This is an optimization exercise on Yosys and OpenROAD, whose aim is small area and a short achievable clock period, not a production implementation.
RTL that was checked went through simulation tests only; none was proved equivalent to the original.

==> run D <==
// FIR_Filter_16tap
module FIR_Filter_16tap #(parameter N = 16)(
    input clk, reset, enable,
    input [N-1:0] data_in,
    output [31:0] data_out
);
clock: 16.0 ns
lec_check: 0
cap_margin: 20
core_margin: 2
core_utilization: 40
slew_margin: 20
standard.sh (not shown) runs the stock make flow with config.mk's settings and CLKGATE_MAP_FILE= SYNTH_SCRIPT=/design/flow/synth_recipe.tcl, a recipe that flattens the netlist after the stock synthesis.
==> flow/flow/run.sh <==
#!/bin/bash
# Layout flow: the standard flow, plus
#  - after synthesis, flow/fixpol.py removes the inverters Yosys leaves
#    between full adders (a full adder is self-dual, so each fa cell can work
#    on complemented signals); the logic function is unchanged;
#  - timing repair aims at a tighter setup margin than the 16 ns clock needs,
#    and ports are buffered with buf_2 cells.
set -euo pipefail
MARGIN=${MARGIN:-11}
R=orfs/results/sky130hd/FIR_Filter_16tap/base
bash standard.sh synth > make_synth.log 2>&1
python3 flow/fixpol.py $R/1_2_yosys.v > fixpol.log 2>&1
touch $R/1_2_yosys.v
bash standard.sh finish SETUP_SLACK_MARGIN=$MARGIN "BUFFER_PORTS_ARGS=-buffer_cell sky130_fd_sc_hd__buf_2" > make_finish.log 2>&1
==> flow/flow/fixpol.py <==
#!/usr/bin/env python3
"""Remove inverters around full adders in a mapped sky130hd netlist.

A full adder is self-dual: FA(~a,~b,~c) = (~cout, ~sum).  Yosys' extract_fa
often leaves inverters between adders; this picks, for every fa cell, whether
it works on true or complemented signals so that as few inverters as
possible remain.  The logic function of the netlist is unchanged.
usage: fixpol.py netlist.v  (rewritten in place)
"""
import re, sys, collections, random

path = sys.argv[1]
text = open(path).read()
m = re.search(r'^module\s.*?^endmodule', text, re.S | re.M)
body = m.group(0)

cell_re = re.compile(r'^\s*(sky130_fd_sc_hd__\w+)\s+(\S+)\s*\((.*?)\);\s*$', re.S | re.M)
pin_re = re.compile(r'\.(\w+)\(\s*(.*?)\s*\)\s*(?:,|$)', re.S)
OUTPINS = {'X', 'Y', 'Q', 'Q_N', 'SUM', 'COUT', 'HI', 'LO'}

cells = []
for cm in cell_re.finditer(body):
    typ, name, pins = cm.group(1), cm.group(2), cm.group(3)
    pl = [(p, n.strip()) for p, n in pin_re.findall(pins.strip())]
    cells.append([typ, name, pl, cm.start(), cm.end()])

assigns = [(a.start(), a.end(), a.group(1).strip(), a.group(2).strip())
           for a in re.finditer(r'^\s*assign\s+(.*?)\s*=\s*(.*?)\s*;\s*$', body, re.M)]
ports = set()
for pm in re.finditer(r'^\s*(?:input|output|inout)\s+(?:\[[^\]]*\]\s*)?(.*?);', body, re.M):
    for n in pm.group(1).split(','):
        ports.add(n.strip())
def is_port(net):
    base = net.split('[')[0].strip()
    return base in ports or net in ports

inv_of = {}                      # inverter output net -> input net
inv_cells = set()
for i, c in enumerate(cells):
    if re.match(r'sky130_fd_sc_hd__inv_\d+$', c[0]):
        d = dict(c[2])
        if is_port(d['Y']):
            continue             # keep: drives a port
        inv_of[d['Y']] = d['A']
        inv_cells.add(i)

def resolve(n):
    pol = 0
    while n in inv_of:
        n = inv_of[n]; pol ^= 1
    return n, pol

driver_fa = {}                   # root net -> fa cell index
fas = [i for i, c in enumerate(cells) if re.match(r'sky130_fd_sc_hd__fa_\d+$', c[0])]
for i in fas:
    for p, n in cells[i][2]:
        if p in ('SUM', 'COUT'):
            driver_fa[n] = i

# consumers: (cell index or None, pin index or assign idx, root, pol, is_fa)
cons = []
for i, c in enumerate(cells):
    if i in inv_cells: continue
    isfa = i in driver_fa.values() or c[0].startswith('sky130_fd_sc_hd__fa_')
    for k, (p, n) in enumerate(c[2]):
        if p in OUTPINS: continue
        if not n or n.startswith("1'") or n.startswith("'"): continue
        r, pol = resolve(n)
        cons.append(('c', i, k, r, pol, isfa))
for k, (s, e, lhs, rhs) in enumerate(assigns):
    if rhs.startswith("1'") or rhs.startswith('{'): continue
    r, pol = resolve(rhs)
    cons.append(('a', k, None, r, pol, False))

flip = collections.defaultdict(int)
by_root = collections.defaultdict(list)
by_cell = collections.defaultdict(list)
for ci, cn in enumerate(cons):
    by_root[cn[3]].append(ci)
    if cn[0] == 'c' and cn[5]: by_cell[cn[1]].append(ci)

def parity(ci):
    kind, i, k, r, pol, isfa = cons[ci]
    p = pol ^ (flip[driver_fa[r]] if r in driver_fa else 0)
    if isfa: p ^= flip[i]
    return p
def root_cost(r):
    return 1 if any(parity(ci) for ci in by_root[r]) else 0
def fa_roots(i):
    rs = set(cons[ci][3] for ci in by_cell[i])
    for p, n in cells[i][2]:
        if p in ('SUM', 'COUT'): rs.add(n)
    return rs
def total():
    return sum(root_cost(r) for r in by_root)

before = total()
random.seed(1)
improved = True
while improved:
    improved = False
    for i in fas:
        rs = fa_roots(i)
        c0 = sum(root_cost(r) for r in rs)
        flip[i] ^= 1
        c1 = sum(root_cost(r) for r in rs)
        if c1 < c0: improved = True
        else: flip[i] ^= 1
after = total()

# rewrite
invnet = {}
newcells = []
def comp(r):
    if r not in invnet:
        invnet[r] = '_fixpol_%d_' % len(invnet)
    return invnet[r]
pinrep = {}
for ci, cn in enumerate(cons):
    kind, i, k, r, pol, isfa = cn
    net = comp(r) if parity(ci) else r
    pinrep[(kind, i, k)] = net

out = []
pos = 0
edits = []
for i, c in enumerate(cells):
    if i in inv_cells:
        edits.append((c[3], c[4], ''))
        continue
    pl = []
    for k, (p, n) in enumerate(c[2]):
        pl.append((p, pinrep.get(('c', i, k), n)))
    s = '  %s %s (\n%s\n  );' % (c[0], c[1], ',\n'.join('    .%s(%s)' % (p, n if not n.startswith('\\') else n + ' ') for p, n in pl))
    edits.append((c[3], c[4], s))
for k, (s, e, lhs, rhs) in enumerate(assigns):
    if ('a', k, None) in pinrep:
        n = pinrep[('a', k, None)]
        edits.append((s, e, '  assign %s = %s;' % (lhs, n if not n.startswith('\\') else n + ' ')))
edits.sort()
nb = []
for s, e, rep in edits:
    nb.append(body[pos:s]); nb.append(rep); pos = e
nb.append(body[pos:])
nb = ''.join(nb)
decl = ''.join('  wire %s;\n' % w for w in invnet.values())
invs = ''.join('  sky130_fd_sc_hd__inv_1 _fixpol_inv_%d_ (\n    .A(%s),\n    .Y(%s)\n  );\n' % (j, r if not r.startswith('\\') else r + ' ', w) for j, (r, w) in enumerate(invnet.items()))
nb = nb.replace('endmodule', decl + invs + 'endmodule')
# declarations must come before use for some readers: insert after the port list
hdr_end = nb.index(');') + 2
nb = nb[:hdr_end] + '\n' + decl + nb[hdr_end:].replace(decl + invs + 'endmodule', invs + 'endmodule')
open(path, 'w').write(text[:m.start()] + nb + text[m.end():])
print('fixpol: fa %d, inverters %d -> %d' % (len(fas), len(inv_cells), len(invnet)), file=sys.stderr)
==> run X (differences from run D) <==
--- a/flow/flow/fixpol.py
+++ b/flow/flow/fixpol.py
@@ -8,5 +8,5 @@
 usage: fixpol.py netlist.v  (rewritten in place)
 """
-import re, sys, collections, random
+import re, sys, os, collections, random
 
 path = sys.argv[1]
@@ -96,15 +96,35 @@
 
 before = total()
-random.seed(1)
-improved = True
-while improved:
-    improved = False
-    for i in fas:
-        rs = fa_roots(i)
-        c0 = sum(root_cost(r) for r in rs)
-        flip[i] ^= 1
-        c1 = sum(root_cost(r) for r in rs)
-        if c1 < c0: improved = True
-        else: flip[i] ^= 1
+rng = random.Random(1)
+roots_of = {i: fa_roots(i) for i in fas}
+def delta(i):
+    rs = roots_of[i]
+    c0 = sum(root_cost(r) for r in rs)
+    flip[i] ^= 1
+    c1 = sum(root_cost(r) for r in rs)
+    flip[i] ^= 1
+    return c1 - c0
+def greedy():
+    improved = True
+    while improved:
+        improved = False
+        for i in fas:
+            if delta(i) < 0:
+                flip[i] ^= 1; improved = True
+greedy()
+cur = total(); best = cur; bestflip = dict(flip)
+if fas:
+    T = 2.0
+    steps = int(os.environ.get("FIXPOL_STEPS", "1000")) * len(fas)
+    for step in range(steps):
+        T = 2.0 * (1 - step / steps) + 0.05
+        i = rng.choice(fas)
+        d = delta(i)
+        if d <= 0 or rng.random() < pow(2.718, -d / T):
+            flip[i] ^= 1; cur += d
+            if cur < best:
+                best = cur; bestflip = dict(flip)
+    flip.clear(); flip.update(bestflip)
+    greedy()
 after = total()
 
Settings changed: CORE_UTILIZATION 40 to 60.
==> notes <==
In register-to-register slack, run X and run D hardly differ.
Of run D and run X, run X has the higher worst hold slack (gap 0.0079 ns).
Between run X and run D, the lower cell count is in run X (gap 13%, measured against run D).
Synthesized cell count: run X is lower than run D (5.9%).
==> figures <==
metric	run X	run D
Layout buffer count excluding clock buffers	83	81
Nets	1,860	1,948
Final area over synthesized area	1.182x	1.188x
Vertical extent of the die	169 um	208 um
Worst hold margin	0.405 ns	0.397 ns
Routed wire per std cell	17.1 um	15.0 um
Status	finished clean	finished clean
Global Route Usage Sum	24.0%	15.6%
Slew at the pin closest to its max-slew limit	0.980 ns	0.942 ns
R2R Path Start	x2[3]	x3[13]
Total core area	26,900 um^2	41,000 um^2
Met1 Wirelength	12.6 mm	14.1 mm
Total routed wirelength	32.2 mm	32.5 mm

---

==> v12 <==
FIR_Filter_16tap, a different RTL version from the one above (not shown whole).
==> flow/design.v (excerpt) <==
module FIR_Filter_16tap #(parameter N = 16)(
    input clk, reset, enable,
    input [N-1:0] data_in,
    output [31:0] data_out
);
  reg [15:0] x1;
  reg [15:0] xn2;
  reg [15:0] x3;
  reg [15:0] xn4;
  reg [15:0] x5;
  reg [15:0] xn6;
  reg [15:0] x7;
  reg [15:0] xn8;
  reg [15:0] x9;
  reg [15:0] xn10;
  reg [15:0] x11;
  reg [15:0] xn12;
  reg [15:0] x13;
  reg [15:0] xn14;
  reg [15:0] x15;
  reg [15:0] xn16;
  reg [20:0] Cc;
  reg [24:0] Cs;
  reg [24:0] y1;
  wire _h1_;
  wire _h3_;
  wire _h5_;
  wire _h7_;
  wire _h9_;
  wire _h11_;
  wire _h13_;
  wire _h15_;
  wire _h17_;
  wire _h19_;
  wire _h21_;
  wire _h23_;
  wire _h25_;
  wire _h27_;
  wire _h29_;
  wire _h31_;
  wire _h33_;
  wire _h35_;
  wire _h37_;
  wire _h39_;
  wire _h41_;
  wire _h43_;
  wire _h45_;
  wire _h47_;
  wire _h49_;
  wire _h51_;
  wire _h53_;
  wire _h55_;
  wire _h57_;
  wire _h59_;
  wire _h61_;
  wire _h63_;
  wire _h65_;
  wire _h67_;
  wire _h69_;
  wire _h71_;
  wire _h73_;
  wire _h75_;
  wire _h77_;
  wire _h79_;
  wire _h81_;
  wire _h83_;
  wire _h85_;
  wire _h87_;
  wire _h89_;
  wire _h91_;
  wire _h93_;
  wire _h95_;
  wire _h97_;
  wire _h99_;
  wire _h101_;
  wire _h103_;
  wire _h105_;
  wire _h107_;
  wire _h109_;
  wire _h111_;
  wire _h113_;
  wire _h115_;
  wire _h117_;
  wire _h119_;
  wire _h121_;
  wire _h123_;
  wire _h125_;
  wire _h127_;
  wire _h129_;
  wire _h131_;
  wire _h133_;
  wire _h135_;
  wire _h137_;
  wire _h139_;
  wire _h141_;
  wire _h143_;
  wire _h145_;
  wire _h147_;
  wire _h149_;
  wire _h151_;
  wire _h153_;
  wire _h155_;
  wire _h157_;
  wire _h159_;
  wire _h161_;
  wire _h163_;
  wire _h165_;
  wire _h167_;
  wire _h169_;
  wire _h171_;
  wire _h173_;
  wire _h175_;
  wire _h177_;
  wire _h179_;
  wire _h181_;
  wire _h183_;
  wire _h185_;
  wire _h187_;
  wire _h189_;
  wire _h191_;
  wire _h193_;
  wire _h195_;
  wire _h197_;
  wire _h199_;
  wire _h201_;
  wire _h203_;
  wire _h205_;
  wire _h207_;
  wire _h209_;
  wire _h211_;
  wire _h213_;
  wire _h215_;
  wire _h217_;
  wire _h219_;
  ...
clock: 16.0 ns
lec_check: 0
cap_margin: 20
core_margin: 2
core_utilization: 62
slew_margin: 20
==> flow/flow/run.sh <==
#!/bin/bash
# Layout flow: the standard flow with its synthesis netlist replaced by a
# hand-built gate netlist of the same design (flow/hand.py, the script that
# also wrote rtl/fir_filter_16tap.v, so registers and adder structure match
# the RTL one for one), then
#  - flow/fixpol.py removes inverters around full adders (a full adder is
#    self-dual); the logic function is unchanged;
#  - timing repair aims at a setup margin of 11.3 ns (about a 4.7 ns period)
#    instead of the bare 16 ns clock;
#  - ports are buffered with buf_4 cells, and the clock tree uses clkbuf_8
#    cells, sink clusters of 15 and no dummy loads.
# The standard synthesis still runs first; if its registers (names and cell
# types) differ from the hand netlist's, its own netlist is kept instead.
# Logs: make_synth.log, hand.log, fixpol.log, make_finish.log here, and the
# ORFS logs under orfs/logs.
set -euo pipefail
MARGIN=${MARGIN:-11.3}
CTS="-sink_clustering_enable -repair_clock_nets -dont_use_dummy_load -buf_list {sky130_fd_sc_hd__clkbuf_8} -sink_clustering_size 15 -sink_clustering_max_diameter 60"
R=orfs/results/sky130hd/FIR_Filter_16tap/base
bash standard.sh synth > make_synth.log 2>&1
cp $R/1_2_yosys.v std_synth.v
python3 flow/hand.py --pol alt --csC --x1c --cpaA bk --fast3 -o hand.v > hand.log 2>&1
regs() { grep -o 'dfxtp_1 [^ ]*' "$1" | sort; }
if [[ "$(regs std_synth.v)" == "$(regs hand.v)" ]] && [[ $(regs hand.v | wc -l) -gt 0 ]]; then
  echo "using hand netlist" >> hand.log
  cp hand.v $R/1_2_yosys.v
else
  echo "register mismatch: keeping the standard netlist" >> hand.log
fi
python3 flow/fixpol.py $R/1_2_yosys.v > fixpol.log 2>&1
touch $R/1_2_yosys.v
bash standard.sh finish SETUP_SLACK_MARGIN=$MARGIN "BUFFER_PORTS_ARGS=-buffer_cell sky130_fd_sc_hd__buf_4" "CTS_ARGS=$CTS" > make_finish.log 2>&1
Other scripts of this flow, unchanged in this note and not shown: flow/flow/fixpol.py, flow/flow/hand.py
==> v2: changes against v12 <==
--- a/flow/flow/run.sh
+++ b/flow/flow/run.sh
@@ -16,3 +16,3 @@
 set -euo pipefail
-MARGIN=${MARGIN:-11.3}
+MARGIN=${MARGIN:-11.7}
 CTS="-sink_clustering_enable -repair_clock_nets -dont_use_dummy_load -buf_list {sky130_fd_sc_hd__clkbuf_8} -sink_clustering_size 15 -sink_clustering_max_diameter 60"
==> impl_metrics.tcl <==
set metrics [dict create \
    outcome "no timing/DRC/antenna violations" \
    wl_met1_um 13500 \
    regArea_um2 6590 \
    multiInputGateArea_um2 9130 \
    fin_cells 1840 \
    stdcell_area_um2 17900 \
]
The numbers above come from v2.

==> impl_metrics.tcl <==
set metrics [dict create \
    cap_viol_max_count 0 \
    outcome "no timing/DRC/antenna violations" \
    wl_met1_um 12800 \
    multi_input_cells 926 \
    stdcell_area_um2 17400 \
    met3WireLength_um 791 \
    dp_slack_ps 9850 \
    postCtsSetupBuffers 7 \
    fin_cells 1799 \
    crit_top_cell "o21ai_2" \
]
The numbers above come from v12.

No run of this note included a check of the RTL's function; only the layout flow was run.

-- what the ideal ports hide --
The flow's constraints put no driver on any port. The routed layouts listed below were extracted and timed again, unchanged, in two steps. Step 1, drivers: a clkbuf_16 drives clk and a buf_2 each remaining input, both assumed. Step 2 times the ports against the registers' clock, not the clock port: input delays grow and output delays shrink by t, the midpoint of the rising clock arrivals with the driver on. a / b / c = ideal / step 1 / step 2; a / b = the first two.
| run | shift t [ns] | slack for setup (ns) | worst hold slack (ns) | latest minus earliest clock arrival (ns) | cell pins on the clock port's net |
|---|---|---|---|---|---|
| run D | 0.579 | 10.756 / 10.764 / 10.185 | 0.397 / 0.397 / 0.397 | 0.030 / 0.029 | 1 |
| run X | 0.558 | 10.731 / 10.744 / 10.186 | 0.405 / 0.405 / 0.405 | 0.013 / 0.013 | 1 |
| v12 | 0.611 | 11.351 / 11.366 / 10.756 | 0.374 / 0.374 / 0.374 | 0.073 / 0.073 | 1 |
| v2 | 0.617 | 11.370 / 11.374 / 10.757 | 0.373 / 0.373 / 0.373 | 0.081 / 0.080 | 1 |
After both steps setup and hold are still met in every run listed. For v2, which loses most, drivers alone change the setup slack by +0.004 ns; drivers and shift together by -0.613 ns.
